Source: an optimization exercise on an open RTL-to-GDS flow (aim: small area). Production flows keep margins and buffers that such runs may drop. Only simulation tests tie the RTL to the original design; equivalence was not proved. No activity file was given, so power comes from the tool's default toggle rates.

==> trial 34 <==
==> flow/design.v (excerpt) <==
module EmbeddedReceiver #(
        parameter int   board   = 2,
        parameter int Ki =     2,
        parameter int Kp =   500,
        parameter int K0 = 335544
    )(
        input  logic        clk_i,
        input  logic        reset_i,
        input  logic        data_i,
        output logic        error_o,
        output logic        trigger_o,
        output logic [63:0] pulse_id_o
    );
==> module CDR_10b_8b, before the edit <==
module CDR_10b_8b #(
    parameter int Ki =     2,
    parameter int Kp =   500,
    parameter int K0 = 335544
)(
    input  logic       clk,
    input  logic       reset,
    input  logic       serial_i,
    output logic       word_tick_o,
    output logic [7:0] data_o,
    output logic       comma_o,
    output logic       error_o
);
    logic [1:0] data_sync;
    always_ff @(posedge clk)
        data_sync <= {data_sync[0], serial_i};
    logic [23:13] phase_hi;
    logic [12:1]  phase_lo;
    logic         phase_c;
    logic bit_clk_d, ff1, ff2, ff3, ff4;
    wire bit_clk = phase_hi[23] ^ (phase_c & (&phase_hi[22:13]));
    wire rise    = bit_clk & ~bit_clk_d;
    wire fall    = ~bit_clk & bit_clk_d;
    wire late    = ff2 ^ ff4;
    wire early   = ff1 ^ ff4;
    always_ff @(posedge clk) begin
        if (reset) begin
            bit_clk_d <= 1'b0;
            ff1 <= 1'b0; ff2 <= 1'b0; ff3 <= 1'b0; ff4 <= 1'b0;
        end else begin
            bit_clk_d <= bit_clk;
            if (rise) begin
                ff1 <= data_sync[1];
                ff2 <= ff1;
                ff4 <= ff3;
            end
            if (fall)
                ff3 <= data_sync[1];
        end
    end
    logic [23:1] freq;
    wire s_e  = early;
    wire s_l  = ~early & late;
    wire early_nx = rise ? (data_sync[1] ^ ff3) : early;
    wire late_nx  = rise ? (ff1 ^ ff3) : late;
    wire n_e  = early_nx;
    wire n_l  = ~early_nx & late_nx;
    localparam logic [23:1] KIH = 23'd1;      
    localparam logic [23:1] KPH = 23'd250;    
    localparam logic [23:1] F0  = 23'd167772;  
    logic [23:1] delta;
    always_comb begin
        case ({s_e, s_l, n_e, n_l})
            4'b0001: delta = KPH;                         
            4'b0010: delta = 23'd0 - KPH;                 
            4'b0101: delta = KIH;                         
            4'b0100: delta = KIH - KPH;                   
            4'b0110: delta = KIH - KPH - KPH;             
            4'b1010: delta = 23'd0 - KIH;                 
            4'b1000: delta = KPH - KIH;                   
            4'b1001: delta = KPH + KPH - KIH;             
            default: delta = 23'd0;
        endcase
    end
    function automatic logic [12:0] radd12(input logic [11:0] a, input logic [11:0] b);
        logic c;
        c = 1'b0;
        for (int i = 0; i < 12; i++) begin
            radd12[i] = a[i] ^ b[i] ^ c;
            c = (a[i] & b[i]) | (c & (a[i] ^ b[i]));
        end
        radd12[12] = c;
    endfunction
    function automatic logic [10:0] radd10(input logic [9:0] a, input logic [9:0] b);
        logic c;
        c = 1'b0;
        for (int i = 0; i < 10; i++) begin
            radd10[i] = a[i] ^ b[i] ^ c;
            c = (a[i] & b[i]) | (c & (a[i] ^ b[i]));
        end
        radd10[10] = c;
    endfunction
    function automatic logic [10:0] radd11(input logic [10:0] a, input logic [10:0] b, input logic ci);
        logic c;
        c = ci;
        for (int i = 0; i < 11; i++) begin
            radd11[i] = a[i] ^ b[i] ^ c;
            c = (a[i] & b[i]) | (c & (a[i] ^ b[i]));
        end
    endfunction
    logic       fcarry;
    logic [9:0] flo_nx;
    assign {fcarry, flo_nx} = radd10(freq[10:1], delta[10:1]);
    always_ff @(posedge clk) begin
        if (reset) begin
            phase_hi <= '0;
            phase_lo <= '0;
            phase_c  <= 1'b0;
            freq     <= F0;
        end else begin
            {phase_c, phase_lo} <= radd12(phase_lo, freq[12:1]);
            phase_hi <= radd11(phase_hi, freq[23:13], phase_c);
            freq[10:1]  <= flo_nx;
            freq[23:11] <= freq[23:11] + {13{delta[23]}} + {12'd0, fcarry};
        end
    end
    logic tick_d, bit_d;
    always_ff @(posedge clk) begin
        tick_d <= rise;
        bit_d  <= ff2;
    end
    logic [9:0] shift_reg, result;
    logic [3:0] bit_cnt;
    always_ff @(posedge clk) begin
        if (reset) begin
            shift_reg <= '0;
            result    <= '0;
            bit_cnt   <= '0;
        end else if (tick_d) begin
            if ((bit_cnt == 4'd9) | (shift_reg == 10'h0f9) | (shift_reg == 10'h306)) begin
                bit_cnt <= '0;
                result  <= shift_reg;
            end else begin
                bit_cnt <= bit_cnt + 1'b1;
            end
            shift_reg <= {bit_d, shift_reg[9:1]};
        end
    end
    logic wt_d;
    always_ff @(posedge clk)
        wt_d <= (bit_cnt == 4'd0);
    assign word_tick_o = (bit_cnt == 4'd0) & ~wt_d;
    Decode_8b10b decoder (
        .io_din  (result),
        .io_comma(comma_o),
        .io_dout (data_o),
        .io_error(error_o)
    );
endmodule
==> module Delay, before the edit <==
module Delay #(
    parameter int W = 32
)(
    input  logic         clk_i,
    input  logic         reset_i,
    input  logic         strobe_i,
    output logic         strobe_o,
    input  logic [W-1:0] delay
);
    logic         busy;
    logic [W-1:0] cnt;
    always_ff @(posedge clk_i) begin
        if (reset_i)
            busy <= 1'b0;
        else if (!busy)
            busy <= strobe_i;
        else if (!(cnt < delay))
            busy <= 1'b0;
        if (busy & (cnt < delay))
            cnt <= cnt + 1'b1;
        else
            cnt <= '0;
    end
    assign strobe_o = (cnt == delay);
endmodule
export LEC_CHECK = 0
export CAP_MARGIN = 0
export CORE_MARGIN = 2
export CORE_UTILIZATION = 60
export PLACE_DENSITY = 0.7
export SLEW_MARGIN = 0
create_clock -name core_clock -period 8.0 [get_ports {clk_i}]
standard.sh (not shown) runs the stock make flow with config.mk's settings and CLKGATE_MAP_FILE= SYNTH_SCRIPT=/design/flow/synth_recipe.tcl, a recipe that flattens the netlist after the stock synthesis.
==> flow/flow/run.sh <==
#!/bin/bash
set -euo pipefail
rm -rf scripts_own
cp -r "$FLOW_HOME/scripts" scripts_own
cp flow/abc_map.script scripts_own/abc_speed.script
export BUFFER_PORTS_ARGS="-buffer_cell sky130_fd_sc_hd__buf_1"
export CTS_ARGS="-sink_clustering_enable -repair_clock_nets -dont_use_dummy_load -sink_clustering_size 35 -sink_clustering_max_diameter 80 -buf_list sky130_fd_sc_hd__clkbuf_16"
bash standard.sh SCRIPTS_DIR="$PWD/scripts_own" finish > standard.log 2>&1
==> flow/flow/abc_map.script <==
strash
dch
amap
topo
stime -c
==> build 48 (differences from trial 34) <==
--- a/flow/design.v
+++ b/flow/design.v
@@ -37,7 +37,5 @@
         data_sync <= {data_sync[0], serial_i};
-    logic [23:13] phase_hi;
-    logic [12:1]  phase_lo;
-    logic         phase_c;
+    logic [23:1] phase;
     logic bit_clk_d, ff1, ff2, ff3, ff4;
-    wire bit_clk = phase_hi[23] ^ (phase_c & (&phase_hi[22:13]));
+    wire bit_clk = phase[23];
     wire rise    = bit_clk & ~bit_clk_d;
@@ -85,42 +83,17 @@
     end
-    function automatic logic [12:0] radd12(input logic [11:0] a, input logic [11:0] b);
+    function automatic logic [22:0] radd(input logic [22:0] a, input logic [22:0] b);
         logic c;
         c = 1'b0;
-        for (int i = 0; i < 12; i++) begin
-            radd12[i] = a[i] ^ b[i] ^ c;
+        for (int i = 0; i < 23; i++) begin
+            radd[i] = a[i] ^ b[i] ^ c;
             c = (a[i] & b[i]) | (c & (a[i] ^ b[i]));
         end
-        radd12[12] = c;
     endfunction
-    function automatic logic [10:0] radd10(input logic [9:0] a, input logic [9:0] b);
-        logic c;
-        c = 1'b0;
-        for (int i = 0; i < 10; i++) begin
-            radd10[i] = a[i] ^ b[i] ^ c;
-            c = (a[i] & b[i]) | (c & (a[i] ^ b[i]));
-        end
-        radd10[10] = c;
-    endfunction
-    function automatic logic [10:0] radd11(input logic [10:0] a, input logic [10:0] b, input logic ci);
-        logic c;
-        c = ci;
-        for (int i = 0; i < 11; i++) begin
-            radd11[i] = a[i] ^ b[i] ^ c;
-            c = (a[i] & b[i]) | (c & (a[i] ^ b[i]));
-        end
-    endfunction
-    logic       fcarry;
-    logic [9:0] flo_nx;
-    assign {fcarry, flo_nx} = radd10(freq[10:1], delta[10:1]);
     always_ff @(posedge clk) begin
         if (reset) begin
-            phase_hi <= '0;
-            phase_lo <= '0;
-            phase_c  <= 1'b0;
-            freq     <= F0;
+            phase <= '0;
+            freq  <= F0;
         end else begin
-            {phase_c, phase_lo} <= radd12(phase_lo, freq[12:1]);
-            phase_hi <= radd11(phase_hi, freq[23:13], phase_c);
-            freq[10:1]  <= flo_nx;
-            freq[23:11] <= freq[23:11] + {13{delta[23]}} + {12'd0, fcarry};
+            phase <= radd(phase, freq);
+            freq  <= radd(freq, delta);
         end
@@ -315,12 +288,14 @@
     always_ff @(posedge clk_i) begin
-        if (reset_i)
+        if (reset_i) begin
             busy <= 1'b0;
-        else if (!busy)
+            cnt  <= '0;
+        end else if (!busy) begin
             busy <= strobe_i;
-        else if (!(cnt < delay))
+            cnt  <= '0;
+        end else if (cnt < delay) begin
+            cnt  <= cnt + 1'b1;
+        end else begin
             busy <= 1'b0;
-        if (busy & (cnt < delay))
-            cnt <= cnt + 1'b1;
-        else
-            cnt <= '0;
+            cnt  <= '0;
+        end
     end
==> flow/flow/run.sh (replaced) <==
#!/bin/bash
set -euo pipefail
rm -rf scripts_own
cp -r "$FLOW_HOME/scripts" scripts_own
cp flow/abc_map.script scripts_own/abc_speed.script
export BUFFER_PORTS_ARGS="-buffer_cell sky130_fd_sc_hd__buf_1"
export CTS_ARGS="-sink_clustering_enable -repair_clock_nets -dont_use_dummy_load -sink_clustering_size 30 -sink_clustering_max_diameter 100 -buf_list sky130_fd_sc_hd__clkbuf_16"
bash standard.sh SCRIPTS_DIR="$PWD/scripts_own" finish > standard.log 2>&1
- CAP_MARGIN: 0 -> 20
- CORE_UTILIZATION: 60 -> 40
- CTS_BUF_LIST: default -> sky130_fd_sc_hd__clkbuf_16
- CTS_CLUSTER_DIAMETER: default -> 100
- CTS_CLUSTER_SIZE: default -> 30
- PLACE_DENSITY: 0.7 -> default
- SLEW_MARGIN: 0 -> 20
==> summary.md <==
| Metric | Value |
|---|---|
| Largest cells by area after synthesis | `edfxtp_1, dfxtp_1, ha_1` |
| NetSw | `~1400 uW` |
| Final period util | `0.935` |
| Clock power share | `0.253` |
| Total Power | `between 5000 and 6000 uW` |
| Status | `no timing/DRC/antenna violations` |
| Final hold slack | `0.372 ns` |
| Most used cell, CP | `nor2_1` |
| Register area | `about 0.013 mm2` |
| Cts bufs inserted | `25` |
That was trial 34.
==> summary.md <==
| Metric | Value |
|---|---|
| Status | `complete, but fails checks` |
| Final period util | `1.11` |
| Grt met1 use | `0.235` |
| Via count | `roughly 17000` |
| Total Power | `around 5300 uW` |
| P_int | `roughly 3900 uW` |
| Final setup vio count | `6` |
| Clock power share | `0.243` |
| Buffering overhead | `0.0238` |
| Most used cell, CP | `fa_2` |
| Final WS setup | `-0.892 ns` |
| Blocking Checks | `setup timing` |
| Final hold slack | `approximately 0.33 ns` |
| Largest cells by area after synthesis | `edfxtp_1, dfxtp_1, ha_1` |
| Crit path DAT | `roughly 9.4 ns` |
| NetSw | `1410 uW` |
| Register area | `0.0130 mm2` |
| Main flop type after synthesis | `edfxtp_1` |
| Cts bufs inserted | `23` |
That was build 48.

[static timing again, ports no longer ideal]
In the flow no input, the clock included, has a driving cell. The finished layouts below were timed again as built, in two steps. Step 1: set_driving_cell puts a clkbuf_16 on clk_i and a buf_2 on each other input, an assumption about the parent block. Step 2 adds t to the input delays and takes it off the output delays; t is the mean of the earliest and latest rising clock arrival at the registers after step 1. Input paths then give back, and output paths get back, about the clock's delay inside the block. a / b / c = ideal / step 1 / step 2; a / b = the first two.
run | t (ns) | setup slack, ns | worst setup path after step 2 | worst slew at a driven data input, ns | pins driven straight from the clock port
trial 34 | 0.621 | 0.518 / 0.518 / 0.518 | register to register | 0.06 | 1
build 48 | 0.600 | -0.892 / -0.892 / -0.892 | register to register | 0.03 | 1
